Source: an optimization exercise on an open RTL-to-GDS flow (aim: small area). Production flows keep margins and buffers that such runs may drop.
The RTL was checked by simulation tests, not by an equivalence proof against the original design.
Power figures rest on the tool's default switching activity, not on a simulated workload.

==> run a <==
Design i2c_core, start of the top module:
module i2c_core ( 
   prdata, i2c_if,
   sda_o, sda_oe, scl_o, scl_oe, sda_i, scl_i,
   pwrite, pwdata, psel, prst_n, penable, pclk, paddr
   );
==> flow/config.mk <==
export PLATFORM = sky130hd
export DESIGN_NAME = i2c_core
export DESIGN_NICKNAME = i2c_core
export VERILOG_FILES = /design/flow/design.v
export SDC_FILE = /design/flow/constraint.sdc
export NUM_CORES = 4
export LEC_CHECK = 0
export CAP_MARGIN = 0
export CORE_MARGIN = 2
export CORE_UTILIZATION = 76
export PLACE_DENSITY = 0.85
export SLEW_MARGIN = 0
==> flow/constraint.sdc <==
create_clock -name core_clock -period 10.0 [get_ports {pclk}]
set_input_delay 2.0000 -clock core_clock [delete_from_list [all_inputs] [get_ports {pclk}]]
set_output_delay 2.0000 -clock core_clock [all_outputs]
set_load 0.01 [all_outputs]
standard.sh (not shown) runs the stock make flow with config.mk's settings and CLKGATE_MAP_FILE= SYNTH_SCRIPT=/design/flow/synth_recipe.tcl, a recipe that flattens the netlist after the stock synthesis.
==> flow/flow/run.sh <==
#!/bin/bash
# Layout flow: the standard synthesis, then an area-oriented re-mapping of the
# combinational logic only (every register instance is kept as synthesis made it),
# then the standard layout steps on the re-mapped netlist, with a smaller clock
# tree and smaller port buffers.
set -euo pipefail
W=$(pwd)
RES=$W/orfs/results/$FLOW_PLATFORM/i2c_core/base
PDK=$FLOW_HOME/platforms/$FLOW_PLATFORM
export LIB=$PDK/lib/sky130_fd_sc_hd__tt_025C_1v80.lib
YOSYS=$(command -v yosys || echo "$FLOW_HOME/../tools/install/yosys/bin/yosys")
export DONT_USE=$(sed -n '/DONT_USE_CELLS/,/^$/p' $PDK/config.mk | grep -o "sky130_fd_sc_hd__[A-Za-z0-9_]*" | sed 's/^/-dont_use /' | tr '\n' ' ')

# 1. standard synthesis
bash standard.sh synth > $W/synth.log 2>&1
cp $RES/1_2_yosys.v $W/std_synth.v

# 2. re-map the combinational logic for area with a few ABC scripts in parallel, keep
#    the smallest, then prove it equal to the standard netlist
AMAP="dch,-f;amap,-A,10,-F,5"
script() {
  case $1 in
    1) echo "+&get,-n;&st;&deepsyn,-T,300,-S,0;&put;$AMAP;strash;$AMAP;topo;stime,-c" ;;
    2) echo "+&get,-n;&st;&deepsyn,-T,300,-S,1;&put;$AMAP;strash;$AMAP;topo;stime,-c" ;;
    3) echo "+&get,-n;&st;&deepsyn,-T,300,-S,2;&put;$AMAP;strash;$AMAP;topo;stime,-c" ;;
    4) echo "+&get,-n;&st;&deepsyn,-T,300,-S,3,-o;&put;$AMAP;strash;$AMAP;topo;stime,-c" ;;
    5) echo "+strash;$AMAP;strash;$AMAP;strash;$AMAP;topo;stime,-c" ;;
  esac
}
for n in 1 2 3 4; do
  ( export ABC_SCRIPT="$(script $n)" REMAP_OUT=remap_$n.v
    $YOSYS -c $W/flow/remap.tcl > $W/remap_$n.log 2>&1 || true ) &
done
wait
# candidates from smallest to largest area; the first that the equivalence check proves is used
: > $W/remap_choice.log
for n in 1 2 3 4; do
  a=$(grep "Chip area for module" $W/remap_$n.log 2>/dev/null | tail -1 | awk "{print \$NF}" || true)
  echo "script $n area ${a:-failed}" >> $W/remap_choice.log
  [[ -n "$a" && -f $W/remap_$n.v ]] && echo "$a $n" >> $W/remap_cands.txt || true
done
( export ABC_SCRIPT="$(script 5)" REMAP_OUT=remap_5.v; $YOSYS -c $W/flow/remap.tcl > $W/remap_5.log 2>&1 ) || true
a=$(grep "Chip area for module" $W/remap_5.log 2>/dev/null | tail -1 | awk "{print \$NF}" || true)
echo "script 5 area ${a:-failed}" >> $W/remap_choice.log
[[ -n "$a" && -f $W/remap_5.v ]] && echo "$a 5" >> $W/remap_cands.txt || true
chosen=""
for n in $(sort -g $W/remap_cands.txt | awk '{print $2}'); do
  cp $W/remap_$n.v $W/remap.v
  if $YOSYS -c $W/flow/equiv.tcl > $W/equiv_$n.log 2>&1; then chosen=$n; break; fi
done
[[ -n "$chosen" ]] || { echo "no re-mapped netlist passed the equivalence check" >> $W/remap_choice.log; cp $W/std_synth.v $W/remap.v; }
echo "chosen ${chosen:-standard}" >> $W/remap_choice.log
cp $W/remap.v $RES/1_2_yosys.v
touch $RES/1_2_yosys.v

# 3. standard layout from the re-mapped netlist
export CTS_ARGS="-sink_clustering_enable -repair_clock_nets -sink_clustering_size 9 -sink_clustering_max_diameter 40 -buf_list sky130_fd_sc_hd__clkbuf_4 -dont_use_dummy_load"
export BUFFER_PORTS_ARGS="-buffer_cell sky130_fd_sc_hd__buf_1"
bash standard.sh > $W/layout.log 2>&1
==> flow/flow/remap.tcl <==
yosys -import
read_liberty -ignore_miss_func $::env(LIB)
blackbox sky130_fd_sc_hd__df* sky130_fd_sc_hd__edf* sky130_fd_sc_hd__sdf* sky130_fd_sc_hd__dl*
read_verilog std_synth.v
hierarchy -top $::env(FLOW_TOP)
flatten
opt -fast
stat -liberty $::env(LIB)
abc -liberty $::env(LIB) {*}$::env(DONT_USE) -script $::env(ABC_SCRIPT)
opt_clean -purge
hilomap -singleton -hicell sky130_fd_sc_hd__conb_1 HI -locell sky130_fd_sc_hd__conb_1 LO
insbuf -buf sky130_fd_sc_hd__buf_4 A X
splitnets
opt_clean -purge
stat -liberty $::env(LIB)
write_verilog -noattr -nohex -nodec $::env(REMAP_OUT)
Other scripts of this flow, unchanged in this note and not shown: flow/flow/equiv.tcl
==> run b (differences from run a) <==
--- a/flow/design.v
+++ b/flow/design.v
@@ -668,17 +668,14 @@
 assign i_mrs       = mrs_three_down;
 assign i_tx_busy = (cur_state == S_TRANSMIT) | (~cur_state[2] & cur_state[0]);
 assign i_rx_busy = (cur_state[2] & (cur_state[1] ^ cur_state[0])) | m_fsm_receive;
 assign i_clock_en   = ms_lo | (mrs_three & ~mrs_two);
 assign i_clock_stop = apb_ms & ics_eq1 | mrs_one_down;
 wire s_rs_detect   = (bcd9_counter > s_cd);
-wire [11:0] sx = {1'b0, s_cd};
-wire [11:0] sy = {3'b0, s_cd[10:2]};
-wire [11:0] sz = {1'b0, bcd9_counter};
-wire [11:0] sc = (sx & sy) | ((sx | sy) & ~sz);
-wire s_stop_detect = ~apb_ms & ((sx ^ sy ^ sz) == {sc[10:0], 1'b0});
+wire [11:0] s_cd54 = {1'b0, s_cd} + {3'b0, s_cd[10:2]};
+wire s_stop_detect = ~apb_ms & ({1'b0, bcd9_counter} == s_cd54);
 wire ack_return = ics_one | (((bcd0 | bcd9) & ~s_rs_detect & (s_fsm_firstbyte | s_fsm_receive |
 			(apb_sp & m_fsm_receive & ~bytec1))) | ((s_fsm_transmit | s_fsm_receive) & bytec1));
 wire s_firstbyte_to_idle = ack_edge & (~s_right_addr | s_ack_ok);
 assign rxff_din = rx_shift_data[7:0];
 wire m_hiz = apb_ms & ((m_fsm_receive & (~(bcd0 | bcd9) | (bcu0 & bytec1))) |
 			((m_fsm_firstbyte | m_fsm_transmit) & (bcd0 | bcd9)) | mrs_one_down);
==> flow/flow/run.sh (replaced) <==
#!/bin/bash
# Layout flow: the standard synthesis, then an area-oriented re-mapping of the
# combinational logic only (every register instance is kept as synthesis made it),
# then the standard layout steps on the re-mapped netlist.
set -euo pipefail
W=$(pwd)
RES=$W/orfs/results/$FLOW_PLATFORM/i2c_core/base
PDK=$FLOW_HOME/platforms/$FLOW_PLATFORM
export LIB=$PDK/lib/sky130_fd_sc_hd__tt_025C_1v80.lib
YOSYS=$(command -v yosys || echo "$FLOW_HOME/../tools/install/yosys/bin/yosys")
export DONT_USE=$(sed -n '/DONT_USE_CELLS/,/^$/p' $PDK/config.mk | grep -o "sky130_fd_sc_hd__[A-Za-z0-9_]*" | sed 's/^/-dont_use /' | tr '\n' ' ')

# 1. standard synthesis
bash standard.sh synth > $W/synth.log 2>&1
cp $RES/1_2_yosys.v $W/std_synth.v

# 2. re-map the combinational logic for area, then prove it equal to the standard netlist
$YOSYS -c $W/flow/remap.tcl > $W/remap.log 2>&1
$YOSYS -c $W/flow/equiv.tcl > $W/equiv.log 2>&1
cp $W/remap.v $RES/1_2_yosys.v
touch $RES/1_2_yosys.v

# 3. standard layout from the re-mapped netlist
export CTS_ARGS="-sink_clustering_enable -repair_clock_nets -sink_clustering_size 24 -sink_clustering_max_diameter 60 -buf_list sky130_fd_sc_hd__clkbuf_16 -dont_use_dummy_load"
bash standard.sh > $W/layout.log 2>&1
==> flow/flow/remap.tcl (replaced) <==
yosys -import
read_liberty -ignore_miss_func $::env(LIB)
blackbox sky130_fd_sc_hd__df* sky130_fd_sc_hd__edf* sky130_fd_sc_hd__sdf* sky130_fd_sc_hd__dl*
read_verilog std_synth.v
hierarchy -top $::env(FLOW_TOP)
flatten
opt -fast
stat -liberty $::env(LIB)
abc -liberty $::env(LIB) {*}$::env(DONT_USE) -script "+strash;dch,-f;amap,-A,10,-F,5;topo;stime,-c"
opt_clean -purge
hilomap -singleton -hicell sky130_fd_sc_hd__conb_1 HI -locell sky130_fd_sc_hd__conb_1 LO
insbuf -buf sky130_fd_sc_hd__buf_4 A X
splitnets
opt_clean -purge
stat -liberty $::env(LIB)
write_verilog -noattr -nohex -nodec remap.v
==> flow/config.mk (replaced) <==
export PLATFORM = sky130hd
export DESIGN_NAME = i2c_core
export DESIGN_NICKNAME = i2c_core
export VERILOG_FILES = /design/flow/design.v
export SDC_FILE = /design/flow/constraint.sdc
export NUM_CORES = 4
export LEC_CHECK = 0
export CAP_MARGIN = 20
export CORE_MARGIN = 2
export CORE_UTILIZATION = 70
export PLACE_DENSITY = 0.8
export SLEW_MARGIN = 20
==> summary.txt <==
Run status
  – Result of the run: no timing/DRC/antenna violations

Routing
  – Total routed wire length on the met1 layer: approximately 24 mm
  – Count of routing violations after the opening detailed-route iteration: between 2k and 2.5k

Critical path
  – CP endpoint: prdata[3]
  – Kind of cell with the highest combined delay on the critical path: buffers and inverters
  – Cell with the largest stage delay on the worst path: sky130_fd_sc_hd__clkdlybuf4s50_1

Final layout
  – Share of cell area taken by flip-flops and latches: 0.495
  – Multi-input combinational area share: 0.384

Synthesis
  – Cells after Synth: 2346

STA
  – Smallest setup slack after layout: between 2000 and 3000 ps
(the above is from run b)
==> summary.txt <==
Critical path
  – CP endpoint: sda_oe
  – Kind of cell with the highest combined delay on the critical path: compound AO/OA/AOI/OAI gates

Routing
  – Count of routing violations after the opening detailed-route iteration: between 2k and 3k

Die
  – Tapcells inserted: approximately 380

STA
  – Smallest setup slack after layout: 3250 ps

Global route
  – Antenna violations before repair: 3

Placed design
  – Port bufs: 35
  – Dpl cell area: 0.0220 mm2

Synthesis
  – Cells after Synth: 2367

Final layout
  – Share of cell area taken by flip-flops and latches: 0.528
  – Multi-input combinational area share: 0.370
  – Area of all placed cells without fillers: ~0.023 mm2

Run status
  – Result of the run: no timing/DRC/antenna violations
(the above is from run a)

========
==> exp/yarrow <==
i2c_core again, from the RTL that the note above started with.
export LEC_CHECK = 0
export CAP_MARGIN = 0
export CORE_MARGIN = 2
export CORE_UTILIZATION = 80
export PLACE_DENSITY = 0.88
export SLEW_MARGIN = 0
create_clock -name core_clock -period 10.0 [get_ports {pclk}]
==> flow/flow/run.sh <==
#!/bin/bash
# Layout flow: the standard synthesis, then an area-oriented re-mapping of the
# combinational logic only (every register instance is kept as synthesis made it),
# then the standard layout steps on the re-mapped netlist, with a smaller clock
# tree and smaller port buffers.
set -euo pipefail
W=$(pwd)
RES=$W/orfs/results/$FLOW_PLATFORM/i2c_core/base
PDK=$FLOW_HOME/platforms/$FLOW_PLATFORM
export LIB=$PDK/lib/sky130_fd_sc_hd__tt_025C_1v80.lib
YOSYS=$(command -v yosys || echo "$FLOW_HOME/../tools/install/yosys/bin/yosys")
export DONT_USE=$(sed -n '/DONT_USE_CELLS/,/^$/p' $PDK/config.mk | grep -o "sky130_fd_sc_hd__[A-Za-z0-9_]*" | sed 's/^/-dont_use /' | tr '\n' ' ')

# 1. standard synthesis
bash standard.sh synth > $W/synth.log 2>&1
cp $RES/1_2_yosys.v $W/std_synth.v

# 2. re-map the combinational logic for area with a few ABC scripts in parallel, keep
#    the smallest, then prove it equal to the standard netlist
AMAP="dch,-f;amap,-A,10,-F,5"
script() {
  case $1 in
    1) echo "+strash;$AMAP;strash;$AMAP;strash;$AMAP;topo;stime,-c" ;;
    2) echo "+&get,-n;&st;&deepsyn,-T,600,-S,0;&put;$AMAP;strash;$AMAP;topo;stime,-c" ;;
    3) echo "+&get,-n;&st;&deepsyn,-T,600,-S,1;&put;$AMAP;strash;$AMAP;topo;stime,-c" ;;
    4) echo "+&get,-n;&st;&deepsyn,-T,600,-S,2;&put;$AMAP;strash;$AMAP;topo;stime,-c" ;;
  esac
}
for n in 1 2 3 4; do
  ( export ABC_SCRIPT="$(script $n)" REMAP_OUT=remap_$n.v
    $YOSYS -c $W/flow/remap.tcl > $W/remap_$n.log 2>&1 || true ) &
done
wait
best=""; best_area=""
for n in 1 2 3 4; do
  a=$(grep "Chip area for module" $W/remap_$n.log | tail -1 | awk '{print $NF}')
  echo "script $n area ${a:-failed}" >> $W/remap_choice.log
  [[ -n "$a" && -f $W/remap_$n.v ]] || continue
  if [[ -z "$best" ]] || awk "BEGIN{exit !($a < $best_area)}"; then best=$n; best_area=$a; fi
done
echo "chosen $best" >> $W/remap_choice.log
cp $W/remap_$best.v $W/remap.v
$YOSYS -c $W/flow/equiv.tcl > $W/equiv.log 2>&1
cp $W/remap.v $RES/1_2_yosys.v
touch $RES/1_2_yosys.v

# 3. standard layout from the re-mapped netlist
export CTS_ARGS="-sink_clustering_enable -repair_clock_nets -sink_clustering_size 9 -sink_clustering_max_diameter 40 -buf_list sky130_fd_sc_hd__clkbuf_4 -dont_use_dummy_load"
export BUFFER_PORTS_ARGS="-buffer_cell sky130_fd_sc_hd__buf_1"
bash standard.sh > $W/layout.log 2>&1
Other scripts of this flow, unchanged in this note and not shown: flow/flow/equiv.tcl, flow/flow/remap.tcl
==> exp/umber: changes against exp/yarrow <==
--- a/flow/flow/run.sh
+++ b/flow/flow/run.sh
@@ -23,5 +23,5 @@
     1) echo "+strash;$AMAP;strash;$AMAP;strash;$AMAP;topo;stime,-c" ;;
-    2) echo "+&get,-n;&st;&deepsyn,-T,600,-S,0;&put;$AMAP;strash;$AMAP;topo;stime,-c" ;;
-    3) echo "+&get,-n;&st;&deepsyn,-T,600,-S,1;&put;$AMAP;strash;$AMAP;topo;stime,-c" ;;
-    4) echo "+&get,-n;&st;&deepsyn,-T,600,-S,2;&put;$AMAP;strash;$AMAP;topo;stime,-c" ;;
+    2) echo "+&get,-n;&st;&deepsyn,-T,300,-S,0;&put;$AMAP;strash;$AMAP;topo;stime,-c" ;;
+    3) echo "+&get,-n;&st;&deepsyn,-T,300,-S,1;&put;$AMAP;strash;$AMAP;topo;stime,-c" ;;
+    4) echo "+&get,-n;&st;&deepsyn,-T,300,-S,2;&put;$AMAP;strash;$AMAP;topo;stime,-c" ;;
   esac
@@ -35,3 +35,3 @@
 for n in 1 2 3 4; do
-  a=$(grep "Chip area for module" $W/remap_$n.log | tail -1 | awk '{print $NF}')
+  a=$(grep "Chip area for module" $W/remap_$n.log 2>/dev/null | tail -1 | awk "{print \$NF}" || true)
   echo "script $n area ${a:-failed}" >> $W/remap_choice.log
- CORE_UTILIZATION: 80 -> 72
- PLACE_DENSITY: 0.88 -> 0.82
==> summary of the runs <==
- In flip-flop and latch count, exp/umber and exp/yarrow do not differ.
- Between exp/yarrow and exp/umber, the lower design area is in exp/yarrow (gap 0.24%, measured against exp/umber).
- Against exp/yarrow, the clock power of exp/umber is larger by about 5%.
- Maximum frequency: exp/yarrow is higher than exp/umber (about 2%).
- Die area: exp/yarrow is lower than exp/umber (9.3%).
- In exp/yarrow the first-iteration DRC count is larger than in exp/umber, by about 30%.
- Combinational power: exp/umber is higher than exp/yarrow (about 2%).
- Synthesized cell count: exp/umber is larger than exp/yarrow (about 8%).
- In exp/umber the clock-buffer cell count is higher than in exp/yarrow, by 6.

[port drivers added, routing unchanged]
No port has a modelled driver above. Below, the same layouts with a new extraction and two added sets of constraints. Step 1 assumes that a clkbuf_16 drives the clock port and a buf_2 every other input. Step 2 moves the port delays by t, midway between the first and last clock arrival at a register: inputs arrive t later, outputs are due t later. That takes back most of the time a late clock gives input paths. Slacks: ideal ports / drivers / drivers and shift; pairs: ideal ports / drivers.
| run | t (ns) | setup WS [ns] | hold WS [ns] | clock arrival spread, ns | worst slew at a driven data input, ns |
|---|---|---|---|---|---|
| run a | 0.750 | 3.254 / 3.202 / 2.778 | 0.358 / 0.358 / 0.358 | 0.131 / 0.131 | 0.07 |
| run b | 0.578 | 2.685 / 2.664 / 2.549 | 0.353 / 0.353 / 0.353 | 0.055 / 0.055 | 0.07 |
| exp/yarrow | 0.793 | 3.359 / 3.388 / 2.595 | 0.357 / 0.357 / 0.357 | 0.077 / 0.077 | 0.08 |
| exp/umber | 0.739 | 3.224 / 3.173 / 2.817 | 0.358 / 0.358 / 0.358 | 0.117 / 0.117 | 0.09 |
After both steps every run listed still meets setup and hold. The setup slack of exp/yarrow, which loses most, moves by +0.029 ns with the drivers and by -0.764 ns with both steps.
